Background: an optimization exercise with open tools, aiming at small area, a short achievable clock period and few clock cycles. Do not read the settings as production practice. Where RTL was checked, it was by simulation tests only, not by an equivalence proof against the original. Power figures rest on the tool's default switching activity, not on a simulated workload.

==> xenon: inputs <==
Design CPU, start of the top module:
module CPU(
	input clk,
	input rst,
	output [31:0]imem_addr,
	input [31:0]imem_rdata,
	output [31:0]dmem_addr,
	output [31:0]dmem_wdata,
	output dmem_we,
	input [31:0]dmem_rdata
    );
	reg [9:0] pc;                  
	reg        id_valid;           
	reg        id_vn;              
	reg        rp;                 
	reg [9:0]  rpc;
	reg [1:0]  id_bix;             
	reg [1:0]  bht [0:3];          
	reg        up_v, up_t;         
	reg [1:0]  up_ix;
	reg [31:1] id_rsa, id_rsb;     
	reg        id_fwa, id_fwb;     
	reg        id_fga, id_fgb;     
	reg        id_fla;             
	reg [15:0] id_imm;             
	reg        id_pos, id_neg;     
	reg        id_ci;              
	reg        id_sum;             
	reg        id_and, id_or, id_slt, id_sltw;
	reg        id_lw, id_sw;
	reg        id_rq, id_rn, id_rg, id_rl;    
	reg        id_wr;              
	reg [4:0]  id_dest;
	reg [9:0]  id_alt;             
	reg [31:0] mem_res;            
	reg [31:0] mem_lg;             
	reg        mem_sel;            
	reg [31:0] mem_sd;             
	reg        mem_we, mem_wb, mem_ld;
	reg [4:0]  mem_dest;
  ...
Settings: LEC_CHECK=0, CAP_MARGIN=20, CORE_MARGIN=2, CORE_UTILIZATION=60, CTS_BUF_LIST=sky130_fd_sc_hd__clkbuf_16, CTS_CLUSTER_DIAMETER=60, CTS_CLUSTER_SIZE=30, GPL_ROUTABILITY_DRIVEN=0, SLEW_MARGIN=20, SYNTH_HIERARCHICAL=1; clock period 10.5 ns.
standard.sh (not shown) runs the stock make flow with config.mk's settings and CLKGATE_MAP_FILE= SYNTH_SCRIPT=/design/flow/synth_recipe.tcl, a recipe that flattens the netlist after the stock synthesis.
==> flow/flow/run.sh <==
#!/bin/bash
# Layout flow: the standard synthesis, then the ORFS flow with
#  - combinational cells reset to drive strength 1 before floorplanning,
#  - timing repair aimed at a tighter setup target (SETUP_SLACK_MARGIN),
#  - port buffers of a plain buffer cell.
# Each tool's log goes to the ORFS logs folder; make's output to *.log here.
set -e
F=$(pwd)/flow
bash standard.sh synth > synth.log 2>&1
bash standard.sh PRE_FLOORPLAN_TCL=$F/downsize.tcl \
  SETUP_SLACK_MARGIN=7 TNS_END_PERCENT=100 \
  "BUFFER_PORTS_ARGS=-buffer_cell sky130_fd_sc_hd__buf_2" \
  finish > layout.log 2>&1
==> flow/flow/downsize.tcl <==
# Before floorplanning: put every combinational logic cell at its smallest
# drive strength; timing repair later sizes up the cells that need it.
set db [ord::get_db]
set n 0
foreach inst [[ord::get_db_block] getInsts] {
  set m [[$inst getMaster] getName]
  if {![regexp {^sky130_fd_sc_hd__([a-z0-9]+)_([0-9]+)$} $m -> base sz]} { continue }
  if {$sz <= 1} { continue }
  if {[regexp {^(df|edf|sdf|dl|buf|inv|clk|conb|tap|fill|decap|diode|bufbuf|bufinv|probe|lpflow|macro)} $base]} { continue }
  set new [$db findMaster sky130_fd_sc_hd__${base}_1]
  if {$new eq "NULL" || $new eq ""} { continue }
  $inst swapMaster $new
  incr n
}
puts "downsize: $n cells set to drive strength 1"
==> inputs of tundra, as changes to xenon <==
--- a/flow/design.v
+++ b/flow/design.v
@@ -5,28 +5,26 @@
 module c_a21o(input a1, input a2, input b1, output y); assign y = (a1 & a2) | b1; endmodule
 module c_nand4(input a, input b, input c, input d, output y); assign y = ~(a & b & c & d); endmodule
 module c_nand3(input a, input b, input c, output y); assign y = ~(a & b & c); endmodule
 module c_and3(input a, input b, input c, output y); assign y = a & b & c; endmodule
 module c_nand2(input a, input b, output y); assign y = ~(a & b); endmodule
 module c_nor2(input a, input b, output y); assign y = ~(a | b); endmodule
 module c_and2(input a, input b, output y); assign y = a & b; endmodule
-module c_orn(input a, input bn, output y); assign y = a | ~bn; endmodule
+module c_majn(input a, input bn, input c, output y); assign y = (a & ~bn) | (c & (a | ~bn)); endmodule
 module c_andn(input a, input bn, output y); assign y = a & ~bn; endmodule
 module c_xnor2(input a, input b, output y); assign y = ~(a ^ b); endmodule
 module ks_add(input [31:0] a, input [31:0] bn, input ci, output [31:0] p, output [32:0] cn);
 	wire [31:0] g;
 	wire [31:0] G0, G1n, P1n, G2, P2, G3n, P3n, G4, P4, G5n;
 	genvar i;
 	generate for (i = 0; i < 32; i = i + 1) begin : l
 		c_xnor2 up0(.a(a[i]), .b(bn[i]), .y(p[i]));           
 		c_andn ug0(.a(a[i]), .bn(bn[i]), .y(g[i]));          
 		if (i == 0) begin : c0
-			wire t0;
-			c_orn ut(.a(a[i]), .bn(bn[i]), .y(t0));                    
-			c_a21o um(.a1(t0), .a2(ci), .b1(g[i]), .y(G0[i]));        
+			c_majn um(.a(a[i]), .bn(bn[i]), .c(ci), .y(G0[i]));    
 		end else begin : c1
 			assign G0[i] = g[i];
 		end
 		if (i >= 1) begin : a1
 			c_a21oi ug(.a1(p[i]), .a2(G0[i-1]), .b1(G0[i]), .y(G1n[i]));
 			c_nand2 up(.a(p[i]), .b(p[i-1]), .y(P1n[i]));
 		end else begin : b1
@@ -60,26 +58,30 @@
 endmodule
 module ex_alu(
 	input [31:0] a,
 	input [31:0] rt, input [31:0] rtn,
 	input [31:0] imm,         
 	input pos, input neg,     
 	input ci,
-	output [31:0] sum,
+	input sel_sum,
+	input [31:0] lres,
+	output [31:0] res,
 	output co
     );
-	wire [31:0] bn, p;
+	wire [31:0] bn, p, sum;
 	wire [32:0] cn;
 	genvar i;
 	generate for (i = 0; i < 32; i = i + 1) begin : b
 		c_a221oi ub(.a1(rt[i]), .a2(pos), .b1(rtn[i]), .b2(neg), .c1(imm[i]), .y(bn[i]));
 	end endgenerate
 	ks_add add(.a(a), .bn(bn), .ci(ci), .p(p), .cn(cn));
 	generate for (i = 0; i < 32; i = i + 1) begin : s
-		c_xnor2 ux(.a(p[i]), .b(cn[i]), .y(sum[i]));
+		wire sbit;
+		c_xnor2 ux(.a(p[i]), .b(cn[i]), .y(sbit));
+		c_a21o ur(.a1(sbit), .a2(sel_sum), .b1(lres[i]), .y(res[i]));
 	end endgenerate
 	assign co = ~cn[32];
 endmodule
 module c_xor2(input a, input b, output y); assign y = a ^ b; endmodule
 module c_nor4(input a, input b, input c, input d, output y); assign y = ~(a | b | c | d); endmodule
 module eq32(input [31:0] a, input [31:0] b, output eq, output ne);
 	wire [31:0] d;
@@ -189,45 +191,40 @@
 		c_nor2 o0(.a(l2[0]), .b(l2[1]), .y(h0[b]));
 		c_nor2 o1(.a(l2[2]), .b(l2[3]), .y(h1[b]));
 	end endgenerate
 endmodule
 module rd_port_a(
 	input [31:1] sel, input fsel, input [31:0] fwd,
 	input lsel, input [31:0] ld,
-	input gsel, input [31:0] lg,
 	input [32*31-1:0] regs,
 	output [31:0] q,           
 	output [31:0] q0           
     );
 	wire [31:0] h0, h1;
 	rd_tree t(.sel(sel), .fsel(fsel), .fwd(fwd), .regs(regs), .h0(h0), .h1(h1));
 	genvar b;
 	generate for (b = 0; b < 32; b = b + 1) begin : bt
-		wire lt, gt;
+		wire lt;
 		c_nand2 ol(.a(lsel), .b(ld[b]), .y(lt));
-		c_nand2 og(.a(gsel), .b(lg[b]), .y(gt));
-		c_nand4 oq(.a(h0[b]), .b(h1[b]), .c(lt), .d(gt), .y(q[b]));
-		c_nand3 o0(.a(h0[b]), .b(h1[b]), .c(gt), .y(q0[b]));
+		c_nand3 oq(.a(h0[b]), .b(h1[b]), .c(lt), .y(q[b]));
+		c_nand2 o0(.a(h0[b]), .b(h1[b]), .y(q0[b]));
 	end endgenerate
 endmodule
 module rd_port_b(
 	input [31:1] sel, input fsel, input [31:0] fwd,
-	input gsel, input [31:0] lg,
 	input [32*31-1:0] regs,
 	output [31:0] q,
 	output [31:0] qn
     );
 	wire [31:0] h0, h1;
 	rd_tree t(.sel(sel), .fsel(fsel), .fwd(fwd), .regs(regs), .h0(h0), .h1(h1));
 	genvar b;
 	generate for (b = 0; b < 32; b = b + 1) begin : bt
-		wire gt;
-		c_nand2 og(.a(gsel), .b(lg[b]), .y(gt));
-		c_nand3 oq(.a(h0[b]), .b(h1[b]), .c(gt), .y(q[b]));
-		c_and3 on(.a(h0[b]), .b(h1[b]), .c(gt), .y(qn[b]));
+		c_nand2 oq(.a(h0[b]), .b(h1[b]), .y(q[b]));
+		c_and2 on(.a(h0[b]), .b(h1[b]), .y(qn[b]));
 	end endgenerate
 endmodule
 module CPU(
 	input clk,
 	input rst,
 	output [31:0]imem_addr,
 	input [31:0]imem_rdata,
@@ -243,29 +240,26 @@
 	reg [9:0]  rpc;
 	reg [1:0]  id_bix;             
 	reg [1:0]  bht [0:3];          
 	reg        up_v, up_t;         
 	reg [1:0]  up_ix;
 	reg [31:1] id_rsa, id_rsb;     
 	reg        id_fwa, id_fwb;     
-	reg        id_fga, id_fgb;     
 	reg        id_fla;             
 	reg [15:0] id_imm;             
 	reg        id_pos, id_neg;     
 	reg        id_ci;              
 	reg        id_sum;             
 	reg        id_and, id_or, id_slt, id_sltw;
 	reg        id_lw, id_sw;
 	reg        id_rq, id_rn, id_rg, id_rl;    
 	reg        id_wr;              
 	reg [4:0]  id_dest;
 	reg [9:0]  id_alt;             
 	reg [31:0] mem_res;            
-	reg [31:0] mem_lg;             
-	reg        mem_sel;            
 	reg [31:0] mem_sd;             
 	reg        mem_we, mem_wb, mem_ld;
 	reg [4:0]  mem_dest;
 	reg [31:0] rf [1:31];
 	wire bht_p = bht[pc[1:0]][1];
 	wire [31:0] ins = imem_rdata;
 	wire [5:0] op = ins[31:26];
@@ -309,23 +303,24 @@
 	wire ex_fire = id_valid;
 	wire [32*31-1:0] regs;
 	genvar gi;
 	generate for (gi = 1; gi < 32; gi = gi + 1) begin : rfw
 		assign regs[32*(gi-1) +: 32] = rf[gi];
 	end endgenerate
 	wire [31:0] ra, ra0, rt, rtn;
-	rd_port_a porta(.sel(id_rsa), .fsel(id_fwa), .fwd(mem_res), .lsel(id_fla), .ld(dmem_rdata), .gsel(id_fga), .lg(mem_lg), .regs(regs), .q(ra), .q0(ra0));
-	rd_port_b portb(.sel(id_rsb), .fsel(id_fwb), .fwd(mem_res), .gsel(id_fgb), .lg(mem_lg), .regs(regs), .q(rt), .qn(rtn));
+	rd_port_a porta(.sel(id_rsa), .fsel(id_fwa), .fwd(mem_res), .lsel(id_fla), .ld(dmem_rdata), .regs(regs), .q(ra), .q0(ra0));
+	rd_port_b portb(.sel(id_rsb), .fsel(id_fwb), .fwd(mem_res), .regs(regs), .q(rt), .qn(rtn));
 	wire co;
 	wire [31:0] lres = ({32{id_and}} & (ra & rt)) |
 	                   ({32{id_or}}  & (ra | rt)) |
 	                   {31'd0, (id_slt & ~co) | (id_sltw & co)};
-	wire [31:0] sum;
+	wire [31:0] res;
 	ex_alu alu(.a(ra), .rt(rt), .rtn(rtn), .imm({{16{id_imm[15]}}, id_imm}),
-	           .pos(id_pos), .neg(id_neg), .ci(id_ci), .sum(sum), .co(co));
+	           .pos(id_pos), .neg(id_neg), .ci(id_ci), .sel_sum(id_sum),
+	           .lres(lres), .res(res), .co(co));
 	wire eq, ne, gtz, lez;
 	eq32 ueq(.a(ra0), .b(rt), .eq(eq), .ne(ne));
 	gtz32 ugt(.a(ra0), .gt(gtz), .le(lez));
 	wire x1, x2, redirect;
 	c_a22oi ur1(.a1(id_rq), .a2(eq), .b1(id_rn), .b2(ne), .y(x1));
 	c_a22oi ur2(.a1(id_rg), .a2(gtz), .b1(id_rl), .b2(lez), .y(x2));
 	c_a21oi ur3(.a1(x1), .a2(x2), .b1(id_vn), .y(redirect));
@@ -364,18 +359,16 @@
 			end
 	end
 	always @(posedge clk) begin
 		for (k = 1; k < 32; k = k + 1) begin
 			id_rsa[k] <= (ea == k) & ~ma;
 			id_rsb[k] <= (eb == k) & ~mb;
 		end
-		id_fwa <= ma & ~id_lw & id_sum;
-		id_fwb <= mb & ~id_lw & id_sum;
-		id_fga <= ma & ~id_lw & ~id_sum;
-		id_fgb <= mb & ~id_lw & ~id_sum;
+		id_fwa <= ma & ~id_lw;
+		id_fwb <= mb & ~id_lw;
 		id_fla <= ma & id_lw;
 		id_imm <= f_imm ? ins[15:0] : 16'd0;
 		id_pos <= f_add;
 		id_neg <= f_sub | f_slt;
 		id_ci  <= f_sub | (f_slt & ~swap);
 		id_sum <= f_add | f_sub | f_imm;
 		id_and <= f_and;
@@ -398,20 +391,18 @@
 			mem_wb <= 1'b0;
 		end else begin
 			mem_we <= ex_fire & id_sw;
 			mem_wb <= ex_fire & id_wr;
 		end
 		mem_ld <= id_lw;
 		mem_dest <= id_dest;
-		mem_res <= sum;
-		mem_lg <= lres;
-		mem_sel <= id_sum;
+		mem_res <= res;
 		mem_sd <= rt;
 	end
 	assign imem_addr  = {20'd0, pc, 2'b00};
 	assign dmem_addr  = mem_res;
 	assign dmem_wdata = mem_sd;
 	assign dmem_we    = mem_we;
-	wire [31:0] wd = mem_ld ? dmem_rdata : (mem_sel ? mem_res : mem_lg);
+	wire [31:0] wd = mem_ld ? dmem_rdata : mem_res;
 	always @(posedge clk)
 		if (mem_wb) rf[mem_dest] <= wd;
 endmodule
- GPL_ROUTABILITY_DRIVEN: 0 -> default
- PLACE_DENSITY: default -> 0.5
==> inputs of juniper, as changes to xenon <==
--- a/flow/design.v
+++ b/flow/design.v
@@ -5,28 +5,26 @@
 module c_a21o(input a1, input a2, input b1, output y); assign y = (a1 & a2) | b1; endmodule
 module c_nand4(input a, input b, input c, input d, output y); assign y = ~(a & b & c & d); endmodule
 module c_nand3(input a, input b, input c, output y); assign y = ~(a & b & c); endmodule
 module c_and3(input a, input b, input c, output y); assign y = a & b & c; endmodule
 module c_nand2(input a, input b, output y); assign y = ~(a & b); endmodule
 module c_nor2(input a, input b, output y); assign y = ~(a | b); endmodule
 module c_and2(input a, input b, output y); assign y = a & b; endmodule
-module c_orn(input a, input bn, output y); assign y = a | ~bn; endmodule
+module c_majn(input a, input bn, input c, output y); assign y = (a & ~bn) | (c & (a | ~bn)); endmodule
 module c_andn(input a, input bn, output y); assign y = a & ~bn; endmodule
 module c_xnor2(input a, input b, output y); assign y = ~(a ^ b); endmodule
 module ks_add(input [31:0] a, input [31:0] bn, input ci, output [31:0] p, output [32:0] cn);
 	wire [31:0] g;
 	wire [31:0] G0, G1n, P1n, G2, P2, G3n, P3n, G4, P4, G5n;
 	genvar i;
 	generate for (i = 0; i < 32; i = i + 1) begin : l
 		c_xnor2 up0(.a(a[i]), .b(bn[i]), .y(p[i]));           
 		c_andn ug0(.a(a[i]), .bn(bn[i]), .y(g[i]));          
 		if (i == 0) begin : c0
-			wire t0;
-			c_orn ut(.a(a[i]), .bn(bn[i]), .y(t0));                    
-			c_a21o um(.a1(t0), .a2(ci), .b1(g[i]), .y(G0[i]));        
+			c_majn um(.a(a[i]), .bn(bn[i]), .c(ci), .y(G0[i]));    
 		end else begin : c1
 			assign G0[i] = g[i];
 		end
 		if (i >= 1) begin : a1
 			c_a21oi ug(.a1(p[i]), .a2(G0[i-1]), .b1(G0[i]), .y(G1n[i]));
 			c_nand2 up(.a(p[i]), .b(p[i-1]), .y(P1n[i]));
 		end else begin : b1
@@ -60,26 +58,30 @@
 endmodule
 module ex_alu(
 	input [31:0] a,
 	input [31:0] rt, input [31:0] rtn,
 	input [31:0] imm,         
 	input pos, input neg,     
 	input ci,
-	output [31:0] sum,
+	input sel_sum,
+	input [31:0] lres,
+	output [31:0] res,
 	output co
     );
-	wire [31:0] bn, p;
+	wire [31:0] bn, p, sum;
 	wire [32:0] cn;
 	genvar i;
 	generate for (i = 0; i < 32; i = i + 1) begin : b
 		c_a221oi ub(.a1(rt[i]), .a2(pos), .b1(rtn[i]), .b2(neg), .c1(imm[i]), .y(bn[i]));
 	end endgenerate
 	ks_add add(.a(a), .bn(bn), .ci(ci), .p(p), .cn(cn));
 	generate for (i = 0; i < 32; i = i + 1) begin : s
-		c_xnor2 ux(.a(p[i]), .b(cn[i]), .y(sum[i]));
+		wire sbit;
+		c_xnor2 ux(.a(p[i]), .b(cn[i]), .y(sbit));
+		c_a21o ur(.a1(sbit), .a2(sel_sum), .b1(lres[i]), .y(res[i]));
 	end endgenerate
 	assign co = ~cn[32];
 endmodule
 module c_xor2(input a, input b, output y); assign y = a ^ b; endmodule
 module c_nor4(input a, input b, input c, input d, output y); assign y = ~(a | b | c | d); endmodule
 module eq32(input [31:0] a, input [31:0] b, output eq, output ne);
 	wire [31:0] d;
@@ -189,45 +191,40 @@
 		c_nor2 o0(.a(l2[0]), .b(l2[1]), .y(h0[b]));
 		c_nor2 o1(.a(l2[2]), .b(l2[3]), .y(h1[b]));
 	end endgenerate
 endmodule
 module rd_port_a(
 	input [31:1] sel, input fsel, input [31:0] fwd,
 	input lsel, input [31:0] ld,
-	input gsel, input [31:0] lg,
 	input [32*31-1:0] regs,
 	output [31:0] q,           
 	output [31:0] q0           
     );
 	wire [31:0] h0, h1;
 	rd_tree t(.sel(sel), .fsel(fsel), .fwd(fwd), .regs(regs), .h0(h0), .h1(h1));
 	genvar b;
 	generate for (b = 0; b < 32; b = b + 1) begin : bt
-		wire lt, gt;
+		wire lt;
 		c_nand2 ol(.a(lsel), .b(ld[b]), .y(lt));
-		c_nand2 og(.a(gsel), .b(lg[b]), .y(gt));
-		c_nand4 oq(.a(h0[b]), .b(h1[b]), .c(lt), .d(gt), .y(q[b]));
-		c_nand3 o0(.a(h0[b]), .b(h1[b]), .c(gt), .y(q0[b]));
+		c_nand3 oq(.a(h0[b]), .b(h1[b]), .c(lt), .y(q[b]));
+		c_nand2 o0(.a(h0[b]), .b(h1[b]), .y(q0[b]));
 	end endgenerate
 endmodule
 module rd_port_b(
 	input [31:1] sel, input fsel, input [31:0] fwd,
-	input gsel, input [31:0] lg,
 	input [32*31-1:0] regs,
 	output [31:0] q,
 	output [31:0] qn
     );
 	wire [31:0] h0, h1;
 	rd_tree t(.sel(sel), .fsel(fsel), .fwd(fwd), .regs(regs), .h0(h0), .h1(h1));
 	genvar b;
 	generate for (b = 0; b < 32; b = b + 1) begin : bt
-		wire gt;
-		c_nand2 og(.a(gsel), .b(lg[b]), .y(gt));
-		c_nand3 oq(.a(h0[b]), .b(h1[b]), .c(gt), .y(q[b]));
-		c_and3 on(.a(h0[b]), .b(h1[b]), .c(gt), .y(qn[b]));
+		c_nand2 oq(.a(h0[b]), .b(h1[b]), .y(q[b]));
+		c_and2 on(.a(h0[b]), .b(h1[b]), .y(qn[b]));
 	end endgenerate
 endmodule
 module CPU(
 	input clk,
 	input rst,
 	output [31:0]imem_addr,
 	input [31:0]imem_rdata,
@@ -239,33 +236,29 @@
 	reg [9:0] pc;                  
 	reg        id_valid;           
 	reg        id_vn;              
 	reg        rp;                 
 	reg [9:0]  rpc;
 	reg [1:0]  id_bix;             
 	reg [1:0]  bht [0:3];          
-	reg        up_v, up_t;         
-	reg [1:0]  up_ix;
 	reg [31:1] id_rsa, id_rsb;     
 	reg        id_fwa, id_fwb;     
-	reg        id_fga, id_fgb;     
 	reg        id_fla;             
+	reg        id_sdl;             
 	reg [15:0] id_imm;             
 	reg        id_pos, id_neg;     
 	reg        id_ci;              
 	reg        id_sum;             
 	reg        id_and, id_or, id_slt, id_sltw;
 	reg        id_lw, id_sw;
 	reg        id_rq, id_rn, id_rg, id_rl;    
 	reg        id_wr;              
 	reg [4:0]  id_dest;
 	reg [9:0]  id_alt;             
 	reg [31:0] mem_res;            
-	reg [31:0] mem_lg;             
-	reg        mem_sel;            
 	reg [31:0] mem_sd;             
 	reg        mem_we, mem_wb, mem_ld;
 	reg [4:0]  mem_dest;
 	reg [31:0] rf [1:31];
 	wire bht_p = bht[pc[1:0]][1];
 	wire [31:0] ins = imem_rdata;
 	wire [5:0] op = ins[31:26];
@@ -309,23 +302,24 @@
 	wire ex_fire = id_valid;
 	wire [32*31-1:0] regs;
 	genvar gi;
 	generate for (gi = 1; gi < 32; gi = gi + 1) begin : rfw
 		assign regs[32*(gi-1) +: 32] = rf[gi];
 	end endgenerate
 	wire [31:0] ra, ra0, rt, rtn;
-	rd_port_a porta(.sel(id_rsa), .fsel(id_fwa), .fwd(mem_res), .lsel(id_fla), .ld(dmem_rdata), .gsel(id_fga), .lg(mem_lg), .regs(regs), .q(ra), .q0(ra0));
-	rd_port_b portb(.sel(id_rsb), .fsel(id_fwb), .fwd(mem_res), .gsel(id_fgb), .lg(mem_lg), .regs(regs), .q(rt), .qn(rtn));
+	rd_port_a porta(.sel(id_rsa), .fsel(id_fwa), .fwd(mem_res), .lsel(id_fla), .ld(dmem_rdata), .regs(regs), .q(ra), .q0(ra0));
+	rd_port_b portb(.sel(id_rsb), .fsel(id_fwb), .fwd(mem_res), .regs(regs), .q(rt), .qn(rtn));
 	wire co;
 	wire [31:0] lres = ({32{id_and}} & (ra & rt)) |
 	                   ({32{id_or}}  & (ra | rt)) |
 	                   {31'd0, (id_slt & ~co) | (id_sltw & co)};
-	wire [31:0] sum;
+	wire [31:0] res;
 	ex_alu alu(.a(ra), .rt(rt), .rtn(rtn), .imm({{16{id_imm[15]}}, id_imm}),
-	           .pos(id_pos), .neg(id_neg), .ci(id_ci), .sum(sum), .co(co));
+	           .pos(id_pos), .neg(id_neg), .ci(id_ci), .sel_sum(id_sum),
+	           .lres(lres), .res(res), .co(co));
 	wire eq, ne, gtz, lez;
 	eq32 ueq(.a(ra0), .b(rt), .eq(eq), .ne(ne));
 	gtz32 ugt(.a(ra0), .gt(gtz), .le(lez));
 	wire x1, x2, redirect;
 	c_a22oi ur1(.a1(id_rq), .a2(eq), .b1(id_rn), .b2(ne), .y(x1));
 	c_a22oi ur2(.a1(id_rg), .a2(gtz), .b1(id_rl), .b2(lez), .y(x2));
 	c_a21oi ur3(.a1(x1), .a2(x2), .b1(id_vn), .y(redirect));
@@ -333,15 +327,15 @@
 	wire ex_br = id_valid & (id_rq | id_rn | id_rg | id_rl);
 	wire ex_wr = ex_fire & id_wr;
 	wire m_rs = ex_wr & (f_rs == id_dest);
 	wire m_rt = ex_wr & (f_rt == id_dest);
 	wire l_rs = m_rs & id_lw;
 	wire l_rt = m_rt & id_lw;
 	wire f_comm = f_add | f_and | f_or | f_slt;    
-	wire n_stall = ((f_beq | f_bgtz) & l_rs) | ((f_beq | f_sw) & l_rt) |
+	wire n_stall = ((f_beq | f_bgtz) & l_rs) | (f_beq & l_rt) |
 	               (f_rtype & l_rt & (~f_comm | l_rs));
 	wire swap = f_comm & l_rt & ~l_rs;
 	wire [4:0] ea = swap ? f_rt : f_rs;
 	wire [4:0] eb = swap ? f_rs : f_rt;
 	wire ma = swap ? m_rt : m_rs;
 	wire mb = swap ? m_rs : m_rt;
 	wire n_valid = ~rst & ~redirect & ~n_stall & ~rp;
@@ -349,34 +343,30 @@
 	always @(posedge clk) begin
 		pc <= pc_d;
 		id_valid <= n_valid;
 		id_vn <= ~n_valid;
 		rp <= ~rst & n_stall & ~redirect;
 		rpc <= pc;
 		id_bix <= pc[1:0];
-		up_v <= ex_br & ~rst;
-		up_t <= taken;
-		up_ix <= id_bix;
 		for (k = 0; k < 4; k = k + 1)
 			if (rst) bht[k] <= 2'b01;
-			else if (up_v && up_ix == k) begin
-				if (up_t && bht[k] != 2'b11) bht[k] <= bht[k] + 2'd1;
-				else if (!up_t && bht[k] != 2'b00) bht[k] <= bht[k] - 2'd1;
+			else if (ex_br && id_bix == k) begin
+				if (taken && bht[k] != 2'b11) bht[k] <= bht[k] + 2'd1;
+				else if (!taken && bht[k] != 2'b00) bht[k] <= bht[k] - 2'd1;
 			end
 	end
 	always @(posedge clk) begin
 		for (k = 1; k < 32; k = k + 1) begin
 			id_rsa[k] <= (ea == k) & ~ma;
 			id_rsb[k] <= (eb == k) & ~mb;
 		end
-		id_fwa <= ma & ~id_lw & id_sum;
-		id_fwb <= mb & ~id_lw & id_sum;
-		id_fga <= ma & ~id_lw & ~id_sum;
-		id_fgb <= mb & ~id_lw & ~id_sum;
+		id_fwa <= ma & ~id_lw;
+		id_fwb <= mb & ~id_lw;
 		id_fla <= ma & id_lw;
+		id_sdl <= mb & id_lw;
 		id_imm <= f_imm ? ins[15:0] : 16'd0;
 		id_pos <= f_add;
 		id_neg <= f_sub | f_slt;
 		id_ci  <= f_sub | (f_slt & ~swap);
 		id_sum <= f_add | f_sub | f_imm;
 		id_and <= f_and;
 		id_or  <= f_or;
@@ -398,20 +388,18 @@
 			mem_wb <= 1'b0;
 		end else begin
 			mem_we <= ex_fire & id_sw;
 			mem_wb <= ex_fire & id_wr;
 		end
 		mem_ld <= id_lw;
 		mem_dest <= id_dest;
-		mem_res <= sum;
-		mem_lg <= lres;
-		mem_sel <= id_sum;
-		mem_sd <= rt;
+		mem_res <= res;
+		mem_sd <= id_sdl ? dmem_rdata : rt;
 	end
 	assign imem_addr  = {20'd0, pc, 2'b00};
 	assign dmem_addr  = mem_res;
 	assign dmem_wdata = mem_sd;
 	assign dmem_we    = mem_we;
-	wire [31:0] wd = mem_ld ? dmem_rdata : (mem_sel ? mem_res : mem_lg);
+	wire [31:0] wd = mem_ld ? dmem_rdata : mem_res;
 	always @(posedge clk)
 		if (mem_wb) rf[mem_dest] <= wd;
 endmodule
- CORE_UTILIZATION: 60 -> 65
- CTS_BUF_LIST: sky130_fd_sc_hd__clkbuf_16 -> sky130_fd_sc_hd__clkbuf_8
- CTS_CLUSTER_DIAMETER: 60 -> 50
- CTS_CLUSTER_SIZE: 30 -> 20
- GPL_ROUTABILITY_DRIVEN: 0 -> default
==> comparison <==
Count of clock-buffer cells in the layout, lowest first: xenon, tundra, juniper. The highest total power belongs to xenon, the lowest to juniper. Against tundra, the register-to-register slack of juniper is lower by 0.10 ns. Cell area: juniper < tundra < xenon. Of tundra and juniper, tundra has the higher maximum frequency (gap about 2.8%, measured against juniper). The highest worst setup slack belongs to tundra, the lowest to juniper. Between tundra and juniper, the lower via count is in tundra (gap about 3.6%, measured against juniper). Critical path depth is the same in tundra and juniper. In tundra the die area is lower than in xenon, by 2.0%.
Testbench counts of tundra, summed over its fixed seeds: cycles 30,486.
Testbench counts of juniper, summed over its fixed seeds: cycles 30,486.
Only the layout flow was run in xenon; the RTL was not checked for function there.

afterwards: timing with drivers on the ports:
The results above use ideal ports. As a check the final layouts listed here were re-extracted and re-timed, cells and wires unchanged. Step 1: set_driving_cell puts a clkbuf_16 on clk and a buf_2 on each other input, an assumption about the parent block. Step 2 adds t to the input delays and takes it off the output delays; t is the mean of the earliest and latest rising clock arrival at the registers after step 1. Input paths then give back, and output paths get back, about the clock's delay inside the block. Three values: ideal ports, drivers, drivers and shift; two values: the first two.
run | t (ns) | slack for setup (ns) | clock arrival spread, ns
xenon | 0.762 | 6.883 / 6.883 / 6.185 | 0.046 / 0.047
tundra | 0.753 | 6.909 / 6.909 / 6.233 | 0.046 / 0.046
juniper | 0.853 | 6.807 / 6.807 / 6.065 | 0.046 / 0.046
After both steps every run listed still meets setup and hold. The setup slack of juniper, which loses most, moves by 0.000 ns with the drivers and by -0.742 ns with both steps.
